Background: an optimization exercise with open tools, aiming at small area, a short achievable clock period and few clock cycles per item. Do not read the settings as production practice. Where RTL was checked, it was by simulation tests only, not by an equivalence proof against the original. Power is estimated from default activity; no workload was simulated.

trial 40:
Design DSP_CONV1D, start of the top module:
module DSP_CONV1D #(
    parameter AXI_DATA_WIDTH = 32,
    parameter AXI_ADDR_WIDTH = 5,  
    parameter DSP_DATA_WIDTH = 32,
    parameter MAX_CONV_LEN = 256,
    parameter MAX_KERNEL_LEN = 32
)(
    input  s_axi_clk,
    input  s_axi_resetn,  
    input  [AXI_ADDR_WIDTH-1:0] s_axi_awaddr,
    input  s_axi_awvalid,
    output reg s_axi_awready,
    input  [AXI_DATA_WIDTH-1:0] s_axi_wdata,
    input  [AXI_DATA_WIDTH/8-1:0] s_axi_wstrb,
    input  s_axi_wvalid,
    output reg s_axi_wready,
    output reg  s_axi_bvalid,
    input  s_axi_bready,
    output reg [1:0] s_axi_bresp,
    input  [AXI_ADDR_WIDTH-1:0] s_axi_araddr,
    input  s_axi_arvalid,
    output reg s_axi_arready,
    output reg [AXI_DATA_WIDTH-1:0] s_axi_rdata,
    output reg [1:0] s_axi_rresp,
    output reg s_axi_rvalid,
    input  s_axi_rready,
    output interrupt_o,
    output reg [DSP_DATA_WIDTH-1:0] dsp_mem_addr_o,
    input  [DSP_DATA_WIDTH-1:0] dsp_mem_rdata_i,
    output reg dsp_mem_req_o,
    input  dsp_mem_ack_i,
    output reg dsp_mem_we_o,
    output reg [DSP_DATA_WIDTH-1:0] dsp_mem_wdata_o
);
    localparam P   = 8;    
    localparam R   = 6;    
    localparam CSR = 3;    
    localparam FD  = 3;    
    localparam WQD = 6;    
    localparam CTRL_REG_ADDR          = 5'h00;
    localparam STATUS_REG_ADDR        = 5'h04;
    localparam DATA_IN_ADDR_REG_ADDR  = 5'h08;
    localparam KERNEL_ADDR_REG_ADDR   = 5'h0C;
    localparam DATA_OUT_ADDR_REG_ADDR = 5'h10;
    localparam DATA_LEN_REG_ADDR      = 5'h14;
    localparam KERNEL_LEN_REG_ADDR    = 5'h18;
    reg interrupt_enable_r;
    reg busy_r;
    reg done_r;
    reg error_r;
    reg [31:0] data_in_addr_r;
    reg [31:0] kernel_addr_r;
    reg [31:0] data_out_addr_r;
    reg [31:0] data_len_r;
    reg [31:0] kernel_len_r;
    reg irq_q;       
    assign interrupt_o = irq_q;
    wire axi_write_fire_w = s_axi_awvalid && s_axi_awready && s_axi_wvalid && s_axi_wready;
    wire axi_read_fire_w  = s_axi_arvalid && s_axi_arready;
  ...
For scale: roughly 6800 cells after synthesis, roughly 1800 flip-flops, about 190 I/O pins, about 88000 um2 of cells after synthesis.
clock: 9.0 ns
lec_check: 0
abc_clock_period_in_ps: 3000
cap_margin: 20
core_margin: 2
core_utilization: 40
slew_margin: 20
standard.sh (not shown) runs the stock make flow with config.mk's settings and CLKGATE_MAP_FILE= SYNTH_SCRIPT=/design/flow/synth_recipe.tcl, a recipe that flattens the netlist after the stock synthesis.
==> flow/flow/run.sh <==
#!/bin/bash
set -euo pipefail
bash standard.sh SETUP_SLACK_MARGIN=5.8 "BUFFER_PORTS_ARGS=-buffer_cell sky130_fd_sc_hd__buf_4" finish > standard_finish.log 2>&1
Trial 40 ended with every stage complete and zero timing, DRC or antenna violations.
Setup changes, trial 40 to trial 92
--- a/flow/design.v
+++ b/flow/design.v
@@ -353,41 +353,40 @@
         end
     end
     wire m_free = !dsp_mem_req_o || dsp_mem_ack_i;
     reg  kq_room_q;        
     assign want_r = r_act && ((r_ph == 2'd2) ? (f_roomy_q || f_pop) : (kq_room_q && !r_kfake));
     wire r_poss = r_act && ((r_ph == 2'd2) ? f_roomy_q : (kq_room_q && !r_kfake));
     wire wsel = wq_ne_q && (!r_poss || wq_cnt >= WQD - 1);
     assign do_w = m_free && wsel;
     assign do_r = m_free && !wsel && want_r;
-    reg [8:0]  w_idx;      
-    wire [31:0] rbase   = (r_ph != 2'd2) ? kernel_addr_r : data_in_addr_r;
-    wire [8:0]  ridx    = (r_ph != 2'd2) ? {3'b0, r_kidx} : rx_idx;
-    wire [31:0] raddr_w = rbase + {23'd0, ridx};
-    wire [31:0] waddr_w = data_out_addr_r + {23'd0, w_idx};
-    wire [31:0] addr_nx = wsel ? waddr_w : raddr_w;
+    wire [31:0] kaddr_w = kernel_addr_r + {26'd0, r_kidx};
+    wire [31:0] xaddr_w = data_in_addr_r + {23'd0, rx_idx};
+    wire [31:0] raddr_w = (r_ph != 2'd2) ? kaddr_w : xaddr_w;
+    reg  [31:0] waddr_q;    
+    wire [31:0] addr_nx = wsel ? waddr_q : raddr_w;
     always @(posedge s_axi_clk or negedge s_axi_resetn) begin
         if (!s_axi_resetn) begin
             dsp_mem_req_o <= 1'b0;
             dsp_mem_we_o  <= 1'b0;
         end else if (m_free) begin
             dsp_mem_req_o <= wq_ne_q || want_r;
             dsp_mem_we_o  <= wsel;
         end
     end
     always @(posedge s_axi_clk) begin
         if (m_free) begin
             dsp_mem_addr_o  <= addr_nx;
             dsp_mem_wdata_o <= wq[wq_rp];
             cur_dst <= (wsel || r_ph == 2'd2) ? 2'd0 : {r_ph[0], !r_ph[0]};
         end
-        if (start_q) w_idx <= 9'd0;
-        else if (do_w) w_idx <= w_idx + 9'd1;
+        if (start_q) waddr_q <= data_out_addr_r;
+        else if (do_w) waddr_q <= waddr_q + 32'd1;
     end
     wire k_push = dsp_mem_req_o && dsp_mem_ack_i && !dsp_mem_we_o && (cur_dst != 2'd0);
     wire k_fake = r_act && r_kfake && (kq_res != 2'd2);
     wire k_res  = (do_r && r_ph != 2'd2) || k_fake;
     always @(posedge s_axi_clk) begin
         if (k_push && cur_dst == 2'd1) kq0 <= dsp_mem_rdata_i;
         if (k_push && cur_dst == 2'd2) kq1 <= dsp_mem_rdata_i;
         if (k_fake) kq1 <= 32'd0;
     end
[summary]
Per-cell routed wire length (trial 92 over trial 40): increase, about 0.54%. Final period demand of the worst path up 0.032 ns in trial 92 wrt trial 40. For trial 92, the capture point of the worst path was w_pend[4]$_DFFE_PN0P_, unlike trial 40, where it was dsp_mem_addr_o[8]. For the combinational power, trial 92 came in about 90% lower than trial 40 did. Routability congestion estimate of trial 92 falls short of that of trial 40 by a few percent. Between trial 40 and trial 92, area after synthesis increased. Trial 92 vs. trial 40: layout buffering overhead excluding clock cells decreased by 0.19 points relative to the old numbers, final core area utilization closely matched the old numbers, post-synthesis mux area share decreased by 0.91 points relative to the old numbers.
Function was not checked in any run of this note: the RTL went through the layout flow alone.

* * *

DSP_CONV1D, a different RTL version from the one above (not shown whole).
For scale: about 1000 flip-flops, roughly 190 I/O pins, about 0.051 sq mm of cells after synthesis.
==> flow/config.mk <==
export PLATFORM = sky130hd
export DESIGN_NAME = DSP_CONV1D
export DESIGN_NICKNAME = DSP_CONV1D
export VERILOG_FILES = /design/flow/design.v
export SDC_FILE = /design/flow/constraint.sdc
export NUM_CORES = 8
export LEC_CHECK = 0
export ABC_CLOCK_PERIOD_IN_PS = 3000
export CAP_MARGIN = 20
export CORE_MARGIN = 2
export CORE_UTILIZATION = 40
export SLEW_MARGIN = 20
==> flow/constraint.sdc <==
create_clock -name core_clock -period 9.0 [get_ports {s_axi_clk}]
set_input_delay 1.8000 -clock core_clock [delete_from_list [all_inputs] [get_ports {s_axi_clk}]]
set_output_delay 1.8000 -clock core_clock [all_outputs]
set_load 0.01 [all_outputs]
==> flow/flow/run.sh <==
#!/bin/bash
set -euo pipefail
bash standard.sh SETUP_SLACK_MARGIN=6 "BUFFER_PORTS_ARGS=-buffer_cell sky130_fd_sc_hd__buf_4" finish > standard_finish.log 2>&1
The first run finished clean.
Testbench counts at the start, summed over its fixed seeds: cycles 143,289, macs 128,917.
Edit:
--- a/flow/design.v
+++ b/flow/design.v
@@ -334,45 +334,43 @@
             dsp_mem_addr_o  <= addr_nx;
             dsp_mem_wdata_o <= wq[wq_rp];
         end
         if (start_q) w_idx <= 9'd0;
         else if (do_w) w_idx <= w_idx + 9'd1;
     end
     reg st_kload, st_run, st_flush, st_drain;
     reg [5:0]    c_tap;
     reg [LP-1:0] c_slot;
     reg [8:0]    c_nblk;
     reg          c_first;    
     reg          t0, tl, s0, sl;    
-    reg [31:0] a_q;          
-    reg [47:0] ksel_q;       
+    reg [31:0] k_q;          
     reg [31:0] dl [0:P-2];   
     wire need_f = t0 || s0 || sl;
     wire wr_op  = t0 && !c_first;
     wire iss_run = st_run && (!need_f || f_avail_q) && (!wr_op || wcredit_q);
     wire flush_wr = small_q ? ({1'b0, c_slot} <= nm1_q[LP:0]) : (c_slot >= skip_q);
     wire iss_flush = st_flush && (!flush_wr || wcredit_q);
     wire iss_kload = st_kload && f_avail_q;
     assign f_pop = iss_kload || (iss_run && need_f);
     assign w0_n = (iss_run && wr_op) || (iss_flush && flush_wr);
     wire [31:0] x_in = (t0 || sl) ? f_head : dl[0];
     wire [47:0] ksel_w;
-    conv_booth_enc u_enc (.k(f_head), .sel(ksel_w));
+    conv_booth_enc u_enc (.k(k_q), .sel(ksel_w));
     wire drained = !v0 && !v1 && !wq_ne_q && !dsp_mem_req_o;
     assign finish_w = st_drain && drained;
     integer di;
     always @(posedge s_axi_clk) begin
-        if (iss_kload || (iss_run && s0 && !t0)) ksel_q <= ksel_w;
+        if (iss_kload || (iss_run && s0 && !t0)) k_q <= f_head;
         if (iss_run) begin
-            a_q <= x_in;
             for (di = 0; di < P-2; di = di + 1) dl[di] <= dl[di+1];
             dl[P-2] <= x_in;
         end
     end
     always @(posedge s_axi_clk or negedge s_axi_resetn) begin
         if (!s_axi_resetn) begin
             st_kload <= 1'b0; st_run <= 1'b0; st_flush <= 1'b0; st_drain <= 1'b0;
             c_tap <= 6'd0; c_slot <= 0; c_nblk <= 9'd0; c_first <= 1'b0;
             t0 <= 1'b0; tl <= 1'b0; s0 <= 1'b0; sl <= 1'b0;
             v0 <= 1'b0; f0 <= 1'b0; w0 <= 1'b0;
             v1 <= 1'b0; f1 <= 1'b0; w1 <= 1'b0;
         end else begin
@@ -411,25 +409,25 @@
                     else st_kload <= 1'b1;
                 end
             end
             if (iss_flush && sl) begin
                 st_flush <= 1'b0;
                 st_drain <= 1'b1;
             end
             if (finish_w) st_drain <= 1'b0;
         end
     end
     wire [R*32-1:0] rows_w;
     reg  [R*32-1:0] rows_q;
-    conv_mul_s1 u_s1 (.x(a_q), .sel(ksel_q), .rows(rows_w));
+    conv_mul_s1 u_s1 (.x(dl[P-2]), .sel(ksel_w), .rows(rows_w));
     always @(posedge s_axi_clk) rows_q <= rows_w;
     reg  [31:0] ring [0:P-2];
     reg  [31:0] rcs0, rcs1;
     wire [31:0] acc_in = f1 ? 32'd0 : ring[0];
     wire [31:0] q0_w, q1_w;
     conv_mul_s2 u_s2 (.rows(rows_q), .acc(acc_in), .q0(q0_w), .q1(q1_w));
     integer ri;
     always @(posedge s_axi_clk) begin
         if (v1) begin
             for (ri = 0; ri < P-2; ri = ri + 1) ring[ri] <= ring[ri+1];
             ring[P-2] <= rcs0 + rcs1;
             rcs0 <= q0_w;
Effect: Worst setup slack gets worse by 0.11 ns; cell area went up by roughly a tenth; hold slack stays flat; die area went up by a little under a tenth; via count came out higher by a quarter to a third; fmax shrinks by a few percent; synthesized cell count climbs by a quarter to a third; sequential share of layout area went down by 5.6 points; wire length rose by a quarter to a third; non-clock buffer count climbs by 159; flip-flop and latch count decreases by 16; first-iteration DRC count increases by well over a third.
No functional check of the RTL was part of the second run of this note.

==> re-timing with driven ports <==
In the flow no input, the clock included, has a driving cell. The finished layouts below were timed again as built, in two steps.
Step 1 (the two cells are an assumption about what drives the block):
set clk [get_ports {s_axi_clk}]
set_driving_cell -lib_cell sky130_fd_sc_hd__clkbuf_16 $clk
set_driving_cell -lib_cell sky130_fd_sc_hd__buf_2 [delete_from_list [all_inputs] $clk]
Step 2 times the ports against the registers' clock, not the clock port: input delays grow and output delays shrink by t, the midpoint of the rising clock arrivals with the driver on.
Slacks: no drivers / after step 1 / after step 2; pairs: no drivers / after step 1.
run | shift t [ns] | slack for setup (ns) | latest minus earliest clock arrival (ns)
trial 40 | 0.911 | 5.669 / 5.579 / 5.018 | 0.043 / 0.043
trial 92 | 0.914 | 5.637 / 5.580 / 5.093 | 0.072 / 0.073
the first run of note 2 | 0.787 | 5.804 / 5.785 / 5.305 | 0.061 / 0.060
the second run of note 2 | 0.794 | 5.699 / 5.699 / 5.262 | 0.069 / 0.069
After both steps setup and hold are still met in every run listed. For trial 40, which loses most, drivers alone change the setup slack by -0.090 ns; drivers and shift together by -0.651 ns.
